This is an optimization exercise on Yosys and OpenROAD, whose aim is small area, a short achievable clock period and few clock cycles, not a production implementation.
In this exercise RTL edits were held to simulation tests only and were not proved equivalent to the original.
Power is estimated from default activity; no workload was simulated.

## the baseline
==> module magnitude, before the edit <==
module magnitude(input logic [16:0] in, output logic [15:0] out);
    assign out = in[16] ? (~in[15:0] + 16'd1) : in[15:0];
endmodule
==> module fir_filter, before the edit <==
module fir_filter(
    input  logic        clk,
    input  logic        n_rst,
    input  logic        start_sample,    
    input  logic        start_load,      
    input  logic [15:0] new_sample,      
    input  logic [63:0] coeff_regs,      
    output logic        busy,
    output logic        err,
    output logic [16:0] r_q              
);
    logic [15:0] x0, x1, x2;             
    logic [15:0] f0, f1, f2, f3;         
    logic [16:0] q3;                     
    logic [16:0] qd;                     
    logic        e1, e2;                 
    logic [3:0]  s1;                     
    logic [3:0]  s2;                     
    logic        ld;                     
    logic [15:0] ma, mb;
    logic [32:0] ra, rb;                 
    logic [32:0] pa, pb;                 
    assign x0 = new_sample;
    always_comb begin
        ma = s1[1] ? x1 : (s1[2] ? x2 : x0);
        mb = ({16{s1[0]}} & f0) | ({16{s1[3]}} & f1) | ({16{s1[1]}} & f2) | ({16{s1[2]}} & f3);
    end
    mul_tree tree(.a(ma), .b(mb), .ra(ra), .rb(rb));
    always_ff @(posedge clk) begin
        pa <= ra;
        pb <= rb;
    end
    logic [14:0] lo;
    logic        c15;
    logic [16:0] xs;
    assign {c15, lo} = {1'b0, pa[14:0]} + {1'b0, pb[14:0]};
    assign xs = pa[31:15] + pb[31:15] + {16'd0, c15};
    wire e0 = xs[16];
    logic [17:0] ea, eb, na, nq3;
    logic [17:0] s1a, c1a, s2a, c2a;
    logic [17:0] t3, t4;
    always_comb begin
        ea  = pa[32:15];
        eb  = pb[32:15];
        if (s2[3])           na = ~{2'b00, qd[16] ? 16'd0 : qd[15:0]};
        else if (s2[0] & ~e1) na = ~{qd[16], qd};
        else                 na = '1;
        nq3 = ~{2'b00, q3[15:0]};
        s1a = ea ^ eb ^ na;
        c1a = {((ea[16:0] & eb[16:0]) | (ea[16:0] & na[16:0]) | (eb[16:0] & na[16:0])), c15};
        t3  = s1a + c1a + 18'd1;
        s2a = s1a ^ c1a ^ nq3;
        c2a = {((s1a[16:0] & c1a[16:0]) | (s1a[16:0] & nq3[16:0]) | (c1a[16:0] & nq3[16:0])), 1'b1};
        t4  = s2a + c2a + 18'd1;
    end
    logic        ovf3, ovf4, e_next;
    logic [16:0] r;
    always_comb begin
        ovf3 = ~e2 & ~t3[17] & t3[16];
        ovf4 = t4[17] & ~t4[16];
        e_next = 1'b1;
        if (e0)                               r = 17'd0;
        else if (e1 | e2 | ovf3 | q3[16])     r = t3[16:0];
        else begin
            r = t4[16:0];
            e_next = ovf4;
        end
    end
    wire acc = s2[0];
    always_ff @(posedge clk, negedge n_rst) begin
        if (!n_rst) begin
            x1 <= '0; x2 <= '0;
            f0 <= '0; f1 <= '0; f2 <= '0; f3 <= '0;
            q3 <= '0; qd <= '0; e1 <= 1'b0; e2 <= 1'b0;
            s1 <= '0; s2 <= '0; ld <= 1'b0;
            busy <= 1'b0; err <= 1'b0; r_q <= '0;
        end else begin
            if (start_sample) begin
                x1 <= x0;
                x2 <= x1;
            end
            if (start_load) begin
                f0 <= coeff_regs[15:0];
                f1 <= coeff_regs[31:16];
                f2 <= coeff_regs[47:32];
                f3 <= coeff_regs[63:48];
            end
            if (s2[1]) qd <= t3[16:0];
            if (s2[2]) q3 <= t3[16:0];
            if (s2[3]) begin
                qd <= t3[16:0];
                e1 <= e0;
                e2 <= qd[16];
            end
            if (acc) begin
                r_q <= r;
                err <= e_next;
            end else if (start_load) begin
                err <= 1'b0;
            end
            if (start_sample)    s1 <= 4'b0001;
            else if (start_load) s1 <= 4'b0010;
            else                 s1 <= {s1[2:0], 1'b0};
            s2 <= s1;
            if (start_sample)    ld <= 1'b0;
            else if (start_load) ld <= 1'b1;
            busy <= start_sample | start_load | (~ld & s1[0]) | (ld & (s1[1] | s1[2] | s1[3]));
        end
    end
endmodule
==> module ahb_lite_fir_filter, before the edit <==
module ahb_lite_fir_filter(
    input logic clk,
    input logic n_rst,
    input logic hsel,
    input logic [3:0] haddr,
    input logic hsize,
    input logic [1:0] htrans,
    input logic hwrite,
    input logic [15:0] hwdata,
    output logic [15:0] hrdata,
    output logic hresp
);
    logic        wr_q;           
    logic [3:0]  a_q;
    logic        sz_q;
    logic [13:4][7:0] regs;      
    logic [7:1]  reg14;          
    logic        busy, err;
    logic [15:0] fir_out;
    logic [16:0] r_q;
    logic [13:4] be;
    assign hresp = hsel & ((hwrite & ((haddr <= 4'd3) | (haddr == 4'd15)))
                         | (~hwrite & (haddr == 4'd15)));
    always_comb begin
        for (int i = 4; i <= 13; i++)
            be[i] = wr_q & (a_q[3:1] == i[3:1]) & (sz_q | (a_q[0] == i[0]));
    end
    wire be14 = wr_q & (a_q == 4'd14);
    wire start_sample = be[4] | be[5];
    wire start_load = be14 & hwdata[0];
    always_ff @(posedge clk, negedge n_rst) begin
        if (!n_rst) begin
            wr_q <= 1'b0;
            a_q <= '0;
            sz_q <= 1'b0;
            for (int i = 4; i <= 13; i++) regs[i] <= '0;
            reg14 <= '0;
        end else begin
            wr_q <= hsel & (htrans != 2'b00) & hwrite & ~hresp;
            a_q <= haddr;
            sz_q <= hsize;
            for (int i = 4; i <= 13; i++)
                if (be[i]) regs[i] <= i[0] ? hwdata[15:8] : hwdata[7:0];
            if (be14) reg14 <= hwdata[0] ? 7'd0 : hwdata[7:1];
        end
    end
    magnitude mag_u(.in(r_q), .out(fir_out));
    logic [7:0] rb [0:15];
    always_comb begin
        rb[0] = {7'd0, busy};
        rb[1] = {7'd0, err};
        rb[2] = fir_out[7:0];
        rb[3] = fir_out[15:8];
        for (int i = 4; i <= 13; i++) rb[i] = regs[i];
        rb[14] = {reg14, 1'b0};
        rb[15] = 8'd0;
        hrdata[15:8] = (a_q == 4'd14 || (!sz_q && !a_q[0])) ? 8'd0 : rb[{a_q[3:1], 1'b1}];
        hrdata[7:0]  = (!sz_q && a_q[0]) ? 8'd0 : rb[{a_q[3:1], 1'b0}];
    end
    fir_filter filt(
        .clk(clk), .n_rst(n_rst),
        .start_sample(start_sample), .start_load(start_load),
        .new_sample({regs[5], regs[4]}),
        .coeff_regs({regs[13], regs[12], regs[11], regs[10], regs[9], regs[8], regs[7], regs[6]}),
        .busy(busy), .err(err), .r_q(r_q)
    );
endmodule
clock: 10.0 ns
lec_check: 0
cap_margin: 30
core_margin: 2
core_utilization: 55
cts_cluster_diameter: 100
cts_cluster_size: 25
setup_slack_margin: 5
slew_margin: 30
tns_end_percent: 100
standard.sh (not shown) runs the stock make flow with config.mk's settings and CLKGATE_MAP_FILE= SYNTH_SCRIPT=/design/flow/synth_recipe.tcl, a recipe that flattens the netlist after the stock synthesis.
==> flow/flow/run.sh <==
#!/bin/bash
set -euo pipefail
bash standard.sh \
    "BUFFER_PORTS_ARGS=-buffer_cell sky130_fd_sc_hd__buf_2" \
    MATCH_CELL_FOOTPRINT=0 \
    SETUP_SLACK_MARGIN=5.3 \
    finish > orfs_make.log 2>&1
Testbench counts of the baseline, summed over its fixed seeds: cycles 2,696.
Changes in the candidate relative to the baseline:
--- a/flow/design.v
+++ b/flow/design.v
@@ -1,7 +1,20 @@
-module magnitude(input logic [16:0] in, output logic [15:0] out);
-    assign out = in[16] ? (~in[15:0] + 16'd1) : in[15:0];
+module magnitude(
+    input  logic [16:0] in,
+    input  logic [3:1]  nz,
+    output logic [15:0] out
+);
+    logic [3:0] g;            
+    logic       below;
+    always_comb begin
+        g = {nz, 1'b0};
+        for (int i = 0; i < 16; i++) begin
+            below = g[i / 4];
+            for (int j = 4 * (i / 4); j < i; j++) below = below | in[j];
+            out[i] = in[i] ^ (in[16] & below);
+        end
+    end
 endmodule
 module mul_tree(
     input  logic [15:0] a,
     input  logic [15:0] b,
     output logic [32:0] ra,
@@ -469,11 +482,12 @@
     input  logic        start_load,      
     input  logic [15:0] new_sample,      
     input  logic [63:0] coeff_regs,      
     output logic        busy,
     output logic        err,
-    output logic [16:0] r_q              
+    output logic [16:0] r_q,             
+    output logic [3:1]  nz_q             
 );
     logic [15:0] x0, x1, x2;             
     logic [15:0] f0, f1, f2, f3;         
     logic [16:0] q3;                     
     logic [16:0] qd;                     
@@ -517,29 +531,37 @@
         c2a = {((s1a[16:0] & c1a[16:0]) | (s1a[16:0] & nq3[16:0]) | (c1a[16:0] & nq3[16:0])), 1'b1};
         t4  = s2a + c2a + 18'd1;
     end
     logic        ovf3, ovf4, e_next;
     logic [16:0] r;
+    logic [3:1]  nz3, nz4, nz;
     always_comb begin
         ovf3 = ~e2 & ~t3[17] & t3[16];
         ovf4 = t4[17] & ~t4[16];
+        nz3 = {|t3[11:0], |t3[7:0], |t3[3:0]};
+        nz4 = {|t4[11:0], |t4[7:0], |t4[3:0]};
         e_next = 1'b1;
-        if (e0)                               r = 17'd0;
-        else if (e1 | e2 | ovf3 | q3[16])     r = t3[16:0];
-        else begin
+        if (e0) begin
+            r = 17'd0;
+            nz = 3'd0;
+        end else if (e1 | e2 | ovf3 | q3[16]) begin
+            r = t3[16:0];
+            nz = nz3;
+        end else begin
             r = t4[16:0];
+            nz = nz4;
             e_next = ovf4;
         end
     end
     wire acc = s2[0];
     always_ff @(posedge clk, negedge n_rst) begin
         if (!n_rst) begin
             x1 <= '0; x2 <= '0;
             f0 <= '0; f1 <= '0; f2 <= '0; f3 <= '0;
             q3 <= '0; qd <= '0; e1 <= 1'b0; e2 <= 1'b0;
             s1 <= '0; s2 <= '0; ld <= 1'b0;
-            busy <= 1'b0; err <= 1'b0; r_q <= '0;
+            busy <= 1'b0; err <= 1'b0; r_q <= '0; nz_q <= '0;
         end else begin
             if (start_sample) begin
                 x1 <= x0;
                 x2 <= x1;
             end
@@ -556,10 +578,11 @@
                 e1 <= e0;
                 e2 <= qd[16];
             end
             if (acc) begin
                 r_q <= r;
+                nz_q <= nz;
                 err <= e_next;
             end else if (start_load) begin
                 err <= 1'b0;
             end
             if (start_sample)    s1 <= 4'b0001;
@@ -590,10 +613,11 @@
     logic [13:4][7:0] regs;      
     logic [7:1]  reg14;          
     logic        busy, err;
     logic [15:0] fir_out;
     logic [16:0] r_q;
+    logic [3:1]  nz_q;
     logic [13:4] be;
     assign hresp = hsel & ((hwrite & ((haddr <= 4'd3) | (haddr == 4'd15)))
                          | (~hwrite & (haddr == 4'd15)));
     always_comb begin
         for (int i = 4; i <= 13; i++)
@@ -616,11 +640,11 @@
             for (int i = 4; i <= 13; i++)
                 if (be[i]) regs[i] <= i[0] ? hwdata[15:8] : hwdata[7:0];
             if (be14) reg14 <= hwdata[0] ? 7'd0 : hwdata[7:1];
         end
     end
-    magnitude mag_u(.in(r_q), .out(fir_out));
+    magnitude mag_u(.in(r_q), .nz(nz_q), .out(fir_out));
     logic [7:0] rb [0:15];
     always_comb begin
         rb[0] = {7'd0, busy};
         rb[1] = {7'd0, err};
         rb[2] = fir_out[7:0];
@@ -634,8 +658,8 @@
     fir_filter filt(
         .clk(clk), .n_rst(n_rst),
         .start_sample(start_sample), .start_load(start_load),
         .new_sample({regs[5], regs[4]}),
         .coeff_regs({regs[13], regs[12], regs[11], regs[10], regs[9], regs[8], regs[7], regs[6]}),
-        .busy(busy), .err(err), .r_q(r_q)
+        .busy(busy), .err(err), .r_q(r_q), .nz_q(nz_q)
     );
 endmodule
Findings:
- Re hold slack: the candidate is 10 ps up on the baseline.
- Multi-input logic cell count (the baseline / the candidate): 1.09
- Looking only at wire length, and setting everything else aside, the higher value of the baseline and the candidate goes to the baseline.
- Run comparison: the candidate slowest cell on the critical path sky130_fd_sc_hd__fa_1; the baseline slowest cell on the critical path sky130_fd_sc_hd__or4_4
- Delta (the candidate minus the baseline): tightest slew margin relative to the limit moved down; part of the total power dissipated in the clock network moved down; placed cell area moved up; global-route wire length before repair moved down.
- Higher share of cell area taken by muxes after synthesis among the baseline and the candidate: the candidate
- The candidate against the baseline; count of plain and timing-repair buffers in the layout is up by more than a quarter.
- Between the baseline and the candidate, combinational share of power is lower for the baseline, the candidate comes in above that.
Testbench counts of the candidate, summed over its fixed seeds: cycles 2,696.

static timing again, ports no longer ideal:
In the flow no input, the clock included, has a driving cell. The finished layouts below were timed again as built, in two steps. Step 1 sets driving cells, clkbuf_16 on the clock port and buf_2 on the other inputs (assumed; they add their load-dependent delay and slew). Step 2 adds t to the input delays and takes it off the output delays; t is the mean of the earliest and latest rising clock arrival at the registers after step 1. Input paths then give back, and output paths get back, about the clock's delay inside the block. a / b / c = ideal ports / drivers / drivers and shift; a / b = the first two.
run | t, ns | setup slack, ns | worst slew at a driven data input, ns
the baseline | 0.605 | 5.023 / 4.963 / 5.330 | 0.05
the candidate | 0.589 | 5.308 / 5.308 / 5.308 | 0.05
After both steps every run listed still meets setup and hold.
